What follows belongs to an exercise in optimizing a design on an open flow for small area, a short achievable clock period and few clock cycles; a production flow would make more cautious choices.
At most, simulation tests tie the RTL to the original design; equivalence was not proved.

==> flow/design.v <==
module Next_addr (md, a, b, start, sv0, sv2, sb, addr);
input [17:0] md, a, b;
input start, sv0, sv2, sb;
output [17:0] addr;
wire useb = sb || (sv2 && md[2:0] != 3'd0);
wire [17:0] m = sv0 ? md : useb ? b : a;
assign addr = start ? 18'd0 : m;
endmodule
module Stack (clk, sen, ren, wen, sd, rd, wd, si, ri, wi, so, ro, wo, rnz);
input clk;
input [7:1] sen, ren, wen;      
input [17:0] sd;
input [1:0] rd;
input [14:0] wd;
input [2:0] si, ri, wi;         
output reg [17:0] so;
output reg [1:0] ro;
output reg [14:0] wo;
output [7:1] rnz;               
reg [18*7-1:0] S;
reg [2*7-1:0] R;
reg [15*7-1:0] W;
integer l;
always @(posedge clk)
  for (l = 1; l <= 7; l = l + 1) begin
    if (sen[l]) S[18*(l-1) +: 18] <= sd;
    if (ren[l]) R[2*(l-1) +: 2] <= rd;
    if (wen[l]) W[15*(l-1) +: 15] <= wd;
  end
always @* begin
  case (si)
    3'd2: so = S[18*1 +: 18];
    3'd3: so = S[18*2 +: 18];
    3'd4: so = S[18*3 +: 18];
    3'd5: so = S[18*4 +: 18];
    3'd6: so = S[18*5 +: 18];
    3'd7: so = S[18*6 +: 18];
    default: so = S[17:0];
  endcase
  case (ri)
    3'd2: ro = R[2*1 +: 2];
    3'd3: ro = R[2*2 +: 2];
    3'd4: ro = R[2*3 +: 2];
    3'd5: ro = R[2*4 +: 2];
    3'd6: ro = R[2*5 +: 2];
    3'd7: ro = R[2*6 +: 2];
    default: ro = R[1:0];
  endcase
  case (wi)
    3'd2: wo = W[15*1 +: 15];
    3'd3: wo = W[15*2 +: 15];
    3'd4: wo = W[15*3 +: 15];
    3'd5: wo = W[15*4 +: 15];
    3'd6: wo = W[15*5 +: 15];
    3'd7: wo = W[15*6 +: 15];
    default: wo = W[14:0];
  endcase
end
genvar g;
generate for (g = 1; g <= 7; g = g + 1) begin : nz
  assign rnz[g] = (R[2*(g-1) +: 2] != 2'd0);
end endgenerate
endmodule
module Top_lvl (clk,start,mem_addr,mem_data,MIN_WEIGHT,MIN_PATH_NODES,donee);
input clk,start;
output [17:0] mem_addr;
input [17:0] mem_data;
output [14:0] MIN_WEIGHT;
output [17:0] MIN_PATH_NODES;  
output reg donee;
localparam V0=3'd0, V1=3'd1, V2=3'd2, WK=3'd3, DN=3'd4, FIN=3'd5, V1B=3'd6, WK2=3'd7;
reg [2:0] st;
reg [3:0] d;             
reg [17:0] x;            
reg [17:0] xa;           
reg [14:0] bud;          
reg pr;                  
reg [14:0] wmin;         
reg [17:0] best;         
reg [3:0] bd;            
reg [2:0] T;             
reg tv;                  
reg [17:0] na;           
wire v1 = (st == V1), v2 = (st == V2), wk = (st == WK);
wire [11:0] w = mem_data[11:0];
wire [2:0] nc = mem_data[2:0];
wire prune = (bud[14:12] == 3'd0) && (w >= bud[11:0]);
wire guess = (bud[14:11] == 4'd0);      
wire d8 = d[3];                         
wire nc0 = (nc == 3'd0);
wire fin = (v1 && (d8 || (guess && prune))) || (v2 && (pr || nc0));    
wire leaf = (v1 && d8 && !prune) || (v2 && !pr && nc0);              
wire over = (fin && !tv && !leaf) || (st == FIN);    
wire push = v2 && !pr && !nc0;
wire adv = fin && tv;                   
wire [2:0] bdm1 = bd[2:0] - 3'd1;       
wire [2:0] dm1 = d[2:0] - 3'd1;         
wire [17:0] sr;
wire [1:0] RT;
wire [14:0] Wp;
wire [7:1] rnz;
wire [17:0] nx1 = sr + 18'd1;           
wire [14:0] wq = wmin - ((st == V0) ? Wp : bud);    
wire [14:0] wx = wq + {3'b000, w};      
wire [17:0] sd = wk ? mem_data : push ? xa : tv ? nx1 : best;
wire [1:0] rd = push ? nc[1:0] - 2'd1 : RT - 2'd1;
reg [7:1] sen, ren, wen;
integer l;
always @* begin
  for (l = 1; l <= 7; l = l + 1) begin
    wen[l] = push && d[2:0] == l;
    ren[l] = wen[l] || (adv && T == l);
    sen[l] = ren[l] || (over && bd >= 4'd2 && bdm1 == l) || (wk && dm1 == l);
  end
end
Stack stk (.clk(clk), .sen(sen), .ren(ren), .wen(wen), .sd(sd), .rd(rd), .wd(wq),
  .si(T), .ri(T), .wi(dm1), .so(sr), .ro(RT), .wo(Wp), .rnz(rnz));
reg tv2;
reg [2:0] T2;
always @* begin
  tv2 = 1'b0; T2 = 3'd1;
  for (l = 1; l <= 7; l = l + 1)
    if (l < T && rnz[l]) begin tv2 = 1'b1; T2 = l; end
end
wire rx = (st == V1B) || (st == WK2) || (v1 && !(guess || d8));
Next_addr nad (.md(mem_data), .a((st == FIN) ? best + 18'd1 : na), .b(xa), .start(start),
  .sv0(st == V0), .sv2(v2 && !pr), .sb(rx), .addr(mem_addr));
assign MIN_WEIGHT = wmin;
assign MIN_PATH_NODES = (st != DN || d == 4'd1) ? 18'd0 : (d > bd) ? 18'h3FFFF : sr;
always @(posedge clk) begin
  if (start) begin
    st <= V1; d <= 4'd1; x <= 18'd0; xa <= 18'd2;
    bud <= 15'h7FFF; wmin <= 15'h7FFF; donee <= 1'b0; tv <= 1'b0;
  end else begin
    case (st)
      V0: begin
        x <= mem_data;
        na <= tv ? nx1 : best + 18'd1;
        bud <= wq;
        st <= V1;
      end
      V1: begin
        bud <= bud - {3'b000, w};
        pr <= prune;
        st <= (guess && !prune) ? V1B : V2;
      end
      V1B: begin
        pr <= 1'b0;
        st <= V2;
      end
      V2: if (push) begin
        d <= d + 4'd1;
        st <= V0;
        if (nc[2:1] != 2'b00) begin T <= d[2:0]; tv <= 1'b1; end
      end
      WK: begin
        d <= d - 4'd1;
        st <= WK2;
        if (d == 4'd2) begin st <= DN; d <= 4'd2; T <= 3'd1; end
      end
      WK2: begin
        st <= WK;
        if (d == 4'd2) donee <= 1'b1;
      end
      DN: begin
        if (d <= 4'd8) d <= d + 4'd1;
        T <= T + 3'd1;
      end
      default: ;
    endcase
    if (st == V0 || wk) xa <= mem_data + {16'd0, st == V0, wk};
    else if (rx) xa <= xa + 18'd1;
    if (leaf) begin wmin <= v1 ? wx : wq; best <= x; bd <= d; end
    if (fin) begin
      if (tv) begin
        d <= {1'b0, T} + 4'd1;
        st <= V0;
        if (RT == 2'd1) begin T <= T2; tv <= tv2; end
      end else if (leaf) st <= FIN;
    end
    if (over) begin
      d <= bd - 4'd1;
      if (bd >= 4'd3) begin
        st <= WK;
        if (bd == 4'd3) donee <= 1'b1;
      end else begin
        st <= DN; donee <= 1'b1; d <= 4'd1; T <= 3'd0;
      end
    end
  end
end
endmodule  
==> flow/config.mk <==
export PLATFORM = sky130hd
export DESIGN_NAME = Top_lvl
export DESIGN_NICKNAME = Top_lvl
export VERILOG_FILES = /design/flow/design.v
export SDC_FILE = /design/flow/constraint.sdc
export NUM_CORES = 4
export LEC_CHECK = 0
export CAP_MARGIN = 20
export CORE_MARGIN = 2
export CORE_UTILIZATION = 40
export SETUP_SLACK_MARGIN = 2.5
export SLEW_MARGIN = 20
==> flow/constraint.sdc <==
create_clock -name core_clock -period 7.5 [get_ports {clk}]
set_input_delay 1.5000 -clock core_clock [delete_from_list [all_inputs] [get_ports {clk}]]
set_output_delay 1.5000 -clock core_clock [all_outputs]
set_load 0.01 [all_outputs]
run.sh (not shown) runs the stock make flow with config.mk's settings and CLKGATE_MAP_FILE= SYNTH_SCRIPT=/design/flow/synth_recipe.tcl, a recipe that flattens the netlist after the stock synthesis.
The baseline ran to the end with no violations.
Then changed:
- SYNTH_HIERARCHICAL: default -> 1
- SYNTH_MINIMUM_KEEP_SIZE: default -> 0
- core utilization is lower by 1.5 points
- final area hardly moves
- hold slack got worse by 0.0040 ns
- clock-buffer cell count is lower by 3
- die area increases by 3.0%
- cell count goes up by 1.4%
- maximum frequency increases by 1.0%
- global-route usage is lower by 2.8 points
Function was not checked in any run of this note: the RTL went through the layout flow alone.

---

## try-nickel
Top_lvl, a different RTL version from the one above (not shown whole).
Size: ~1700 cells after synthesis, roughly 310 flip-flops, roughly 72 I/O pins, roughly 0.017 mm^2 of cells after synthesis.
clock: 7.5 ns
lec_check: 0
cap_margin: 20
core_margin: 2
core_utilization: 55
cts_cluster_diameter: 60
cts_cluster_size: 24
place_density: 0.7
setup_slack_margin: 2.75
slew_margin: 20
standard.sh (not shown) runs the stock make flow with config.mk's settings and CLKGATE_MAP_FILE= SYNTH_SCRIPT=/design/flow/synth_recipe.tcl, a recipe that flattens the netlist after the stock synthesis.
==> flow/flow/run.sh <==
#!/bin/bash
# The standard layout (standard.sh: ORFS from the standard synthesis to the
# routed layout), with one change: the port buffers that global placement
# inserts are plain buffers (buf_4) instead of the resizer's default pick, a
# delay cell (clkdlybuf4s50_1). make's full output goes to standard.log; ORFS
# keeps each step's own log under orfs/logs/.
set -euo pipefail
export BUFFER_PORTS_ARGS="-buffer_cell sky130_fd_sc_hd__buf_4"
bash standard.sh > standard.log 2>&1
try-nickel completed; timing, DRC and antenna clean
Testbench counts of try-nickel, summed over its fixed seeds: cycles 13,855.
Relative to try-nickel, the following input files were edited for try-pepper:
==> flow/run.sh (new file) <==
#!/bin/bash
# synth_recipe.tcl (not shown) runs the flow's synth.tcl, then flattens the netlist and writes it again
# the make line also repeats each setting of config.mk as NAME=value (left out here)
make -C /OpenROAD-flow-scripts/flow DESIGN_CONFIG=/design/flow/config.mk WORK_HOME=/design/flow/orfs CLKGATE_MAP_FILE= SYNTH_SCRIPT=/design/flow/synth_recipe.tcl finish
diff --git a/flow/config.mk b/flow/config.mk
--- a/flow/config.mk
+++ b/flow/config.mk
@@ -13,3 +13,3 @@
 export PLACE_DENSITY = 0.7
-export SETUP_SLACK_MARGIN = 2.75
+export SETUP_SLACK_MARGIN = 2.25
 export SLEW_MARGIN = 20
removed: flow/flow/run.sh
removed: flow/standard.sh
==> comparison <==
In try-pepper, the detailed-route wire length on metal 1 came out about 1% above the value in try-nickel.
try-pepper gives more post-route fraction of the period consumed by the critical path than try-nickel did.
As far as hold-fix buffer count after cts goes, try-pepper and try-nickel are indistinguishable; the numbers are identical.
Of try-nickel and try-pepper, the run reporting the higher final-layout worst hold slack was try-nickel.
Comparing try-nickel against try-pepper, there is no change at all in number of remaining DRC errors.
try-pepper vs. try-nickel: global routing usage summed across all routing layers went down by 1.0 points.
TritonCTS buffer count | try-pepper above try-nickel
Via density per instance across try-nickel and try-pepper: no real change.
--- input diff try-pepper..try-umber ---
==> flow/flow/run.sh (new file) <==
#!/bin/bash
# The standard layout (standard.sh: ORFS from the standard synthesis to the
# routed layout), with one change: the port buffers that global placement
# inserts are plain buffers (buf_4) instead of the resizer's default pick, a
# delay cell (clkdlybuf4s50_1). make's full output goes to standard.log; ORFS
# keeps each step's own log under orfs/logs/.
set -euo pipefail
export BUFFER_PORTS_ARGS="-buffer_cell sky130_fd_sc_hd__buf_4"
bash standard.sh > standard.log 2>&1
==> flow/standard.sh (new file) <==
#!/bin/bash
# synth_recipe.tcl (not shown) runs the flow's synth.tcl, then flattens the netlist and writes it again
# the make line also repeats each setting of config.mk as NAME=value (left out here)
make -C /OpenROAD-flow-scripts/flow DESIGN_CONFIG=/design/flow/config.mk WORK_HOME=/design/flow/orfs CLKGATE_MAP_FILE= SYNTH_SCRIPT=/design/flow/synth_recipe.tcl "${@:-finish}"
removed: flow/run.sh
## What came out
The final layouts of try-pepper and try-umber pass the timing, DRC and antenna checks. try-umber -> try-pepper: post-synthesis net count delta 0, exact match. try-umber vs. try-pepper: maximum clock frequency barely changed, critical path depth dropped 1.
Relative to try-umber, the following input files were edited for try-sierra:
diff --git a/flow/config.mk b/flow/config.mk
--- a/flow/config.mk
+++ b/flow/config.mk
@@ -13,3 +13,3 @@
 export PLACE_DENSITY = 0.7
-export SETUP_SLACK_MARGIN = 2.25
+export SETUP_SLACK_MARGIN = 2.5
 export SLEW_MARGIN = 20
Results
Relative to try-umber, met3 usage has increased by 1.1 points in try-sierra.
Core util | try-sierra vs try-umber | try-sierra higher
try-sierra: final-layout fill cell count 159 below try-umber
try-sierra vs try-umber: post-route clock period utilization down in try-sierra
Compared with try-umber, in try-sierra count of flip-flops with a built-in enable after synthesis shows no meaningful change; least setup slack across all paths after layout shows an increase of 140 ps.
The following lists how try-xenon was set up differently from try-sierra:
diff --git a/flow/config.mk b/flow/config.mk
--- a/flow/config.mk
+++ b/flow/config.mk
@@ -13,3 +13,3 @@
 export PLACE_DENSITY = 0.7
-export SETUP_SLACK_MARGIN = 2.5
+export SETUP_SLACK_MARGIN = 2.0
 export SLEW_MARGIN = 20
Findings:
Summary — global-route usage, try-xenon relative to try-sierra: lower, by 0.75 points. Arrival time of the worst setup path in try-xenon is 360 ps above try-sierra.

---

Top_lvl, a different RTL version from the one above (not shown whole).
Size: roughly 1700 cells after synthesis, ~330 flip-flops, about 72 I/O pins, roughly 18000 sq um of cells after synthesis.
==> flow/design.v (excerpt) <==
module Top_lvl (clk,start,mem_addr,mem_data,MIN_WEIGHT,MIN_PATH_NODES,donee);
clock: 7.5 ns
lec_check: 0
cap_margin: 20
core_margin: 2
core_utilization: 40
cts_buf_list: sky130_fd_sc_hd__clkbuf_4 sky130_fd_sc_hd__clkbuf_8
setup_slack_margin: 3.0
slew_margin: 20
run.sh (not shown) runs the stock make flow with config.mk's settings and CLKGATE_MAP_FILE= SYNTH_SCRIPT=/design/flow/synth_recipe.tcl, a recipe that flattens the netlist after the stock synthesis.
Stock flow here: none of the scripts above is used.
Rerun with:
CTS_BUF_LIST = default   (was sky130_fd_sc_hd__clkbuf_4 sky130_fd_sc_hd__clkbuf_8)
SETUP_SLACK_MARGIN = 2.5   (was 3.0)
Synthesized cell count is unchanged.
Wire length falls by 3.7%.
Setup slack gets better by 17 ps.
Hold slack degrades by 6.4 ps.
First-iteration DRC count hardly moves.
Design area shrinks by 4.8%.
Critical path depth stays the same.
Final cell count drops by 3.6%.
Function was not checked in any run of this note: the RTL went through the layout flow alone.

---

Another version of the RTL of Top_lvl (not shown whole).
Size in the first run: roughly 1800 cells after synthesis, roughly 19000 sq um of cells after synthesis.
export LEC_CHECK = 0
export CAP_MARGIN = 20
export CORE_MARGIN = 2
export CORE_UTILIZATION = 40
export SLEW_MARGIN = 20
create_clock -name core_clock -period 7.5 [get_ports {clk}]
Next try:
- SETUP_SLACK_MARGIN: not set -> 3.0
Result: Die area does not change. Worst setup slack improves by 1.4 ns. Sequential share of layout area shrinks by 3.1 points. Count of clock-buffer cells in the layout went up by 6. Worst hold slack improved by 0.011 ns.
Function was not checked in any run of this note: the RTL went through the layout flow alone.

---

Top_lvl, a different RTL version from the one above (not shown whole).
Size: about 1600 cells after synthesis, about 310 flip-flops, ~0.017 mm^2 of cells after synthesis.
clock: 7.5 ns
lec_check: 0
cap_margin: 20
core_margin: 2
core_utilization: 55
cts_cluster_diameter: 60
cts_cluster_size: 24
place_density: 0.7
setup_slack_margin: 2.25
slew_margin: 20
standard.sh (not shown) runs the stock make flow with config.mk's settings and CLKGATE_MAP_FILE= SYNTH_SCRIPT=/design/flow/synth_recipe.tcl, a recipe that flattens the netlist after the stock synthesis.
==> flow/flow/run.sh <==
#!/bin/bash
# The standard layout (standard.sh: ORFS from the standard synthesis to the
# routed layout), with one change: the port buffers that global placement
# inserts are plain buffers (buf_4) instead of the resizer's default pick, a
# delay cell (clkdlybuf4s50_1). make's full output goes to standard.log; ORFS
# keeps each step's own log under orfs/logs/.
set -euo pipefail
export BUFFER_PORTS_ARGS="-buffer_cell sky130_fd_sc_hd__buf_4"
bash standard.sh > standard.log 2>&1
Testbench counts at the start, summed over its fixed seeds: cycles 13,933.
Next try:
CTS_CLUSTER_DIAMETER = 45   (was 60)
CTS_CLUSTER_SIZE = 40   (was 24)
SETUP_SLACK_MARGIN = 2.5   (was 2.25)
Die area does not change.
Synthesized cell count stays the same.
Next try:
CTS_CLUSTER_DIAMETER = 60   (was 45)
CTS_CLUSTER_SIZE = 24   (was 40)
SETUP_SLACK_MARGIN = 2.75   (was 2.5)
Final area drops by 0.31%.
Clock-buffer cell count drops by 14.
Non-clock buffer count climbs by 29.
Worst hold slack gets better by 0.019 ns.
Clock skew climbs by 0.0093 ns.
Next try:
SETUP_SLACK_MARGIN = 2.5   (was 2.75)
Result: Cell count went down by 0.99%; design area fell by 2.3%; global-route usage shrinks by 0.94 points; sequential cell count does not change; clock-buffer cell count came out higher by 1; clock skew goes down by 0.0067 ns; setup slack degrades by 0.049 ns; worst hold slack loses 0.015 ns.
Next try:
CTS_CLUSTER_DIAMETER = 50   (was 60)
CTS_CLUSTER_SIZE = 32   (was 24)
Effect: The changed run completed with no timing, DRC or antenna violations. Cell area is higher slightly. Wire length came out higher slightly.

## static timing again, ports no longer ideal
How much do the figures lean on ideal ports? The routed layouts below were timed once more, with nothing changed but the port constraints.
Step 1, drivers: a clkbuf_16 drives clk and a buf_2 each remaining input, both assumed.
Step 2 moves the port delays by t, midway between the first and last clock arrival at a register: inputs arrive t later, outputs are due t later. That takes back most of the time a late clock gives input paths.
a / b / c = ideal / step 1 / step 2; a / b = the first two.
| run | t (ns) | slack for setup (ns) | clock arrival spread, ns | worst register clock-pin slew, ns | pins driven straight from the clock port |
|---|---|---|---|---|---|
| the first run of note 1 | 0.635 | 2.472 / 2.422 / 2.037 | 0.030 / 0.031 | 0.07 / 0.07 | 1 |
| the second run of note 1 | 0.631 | 2.524 / 2.524 / 2.148 | 0.040 / 0.041 | 0.07 / 0.07 | 1 |
| try-nickel | 0.610 | 2.287 / 2.230 / 2.011 | 0.029 / 0.028 | 0.09 / 0.09 | 1 |
| try-pepper | 0.612 | 2.248 / 2.149 / 1.934 | 0.019 / 0.020 | 0.09 / 0.09 | 1 |
| try-umber | 0.607 | 2.248 / 2.195 / 1.835 | 0.033 / 0.033 | 0.09 / 0.09 | 1 |
| try-sierra | 0.613 | 2.389 / 2.328 / 1.890 | 0.016 / 0.015 | 0.09 / 0.09 | 1 |
| try-xenon | 0.609 | 2.026 / 1.996 / 1.718 | 0.036 / 0.036 | 0.09 / 0.09 | 1 |
| the first run of note 3 | 0.688 | 2.182 / 2.098 / 2.012 | 0.047 / 0.046 | 0.07 / 0.07 | 1 |
| the second run of note 3 | 0.608 | 2.199 / 2.130 / 1.916 | 0.023 / 0.024 | 0.06 / 0.06 | 1 |
| the first run of note 4 | 0.625 | 0.730 / 0.705 / 0.705 | 0.025 / 0.025 | 0.06 / 0.06 | 1 |
| the second run of note 4 | 0.615 | 2.140 / 2.109 / 2.109 | 0.038 / 0.038 | 0.06 / 0.06 | 1 |
| the first run of note 5 | 0.620 | 2.314 / 2.267 / 1.851 | 0.027 / 0.026 | 0.08 / 0.08 | 1 |
| the second run of note 5 | 0.587 | 2.336 / 2.280 / 1.979 | 0.028 / 0.027 | 0.07 / 0.07 | 1 |
| the third run of note 5 | 0.601 | 2.446 / 2.381 / 1.899 | 0.036 / 0.036 | 0.09 / 0.09 | 1 |
| the fourth run of note 5 | 0.613 | 2.396 / 2.330 / 1.947 | 0.034 / 0.035 | 0.09 / 0.09 | 1 |
| the fifth run of note 5 | 0.622 | 2.376 / 2.306 / 1.972 | 0.020 / 0.020 | 0.08 / 0.08 | 1 |
After both steps setup and hold are still met in every run listed. The setup slack of the third run of note 5, which loses most, moves by -0.065 ns with the drivers and by -0.547 ns with both steps.
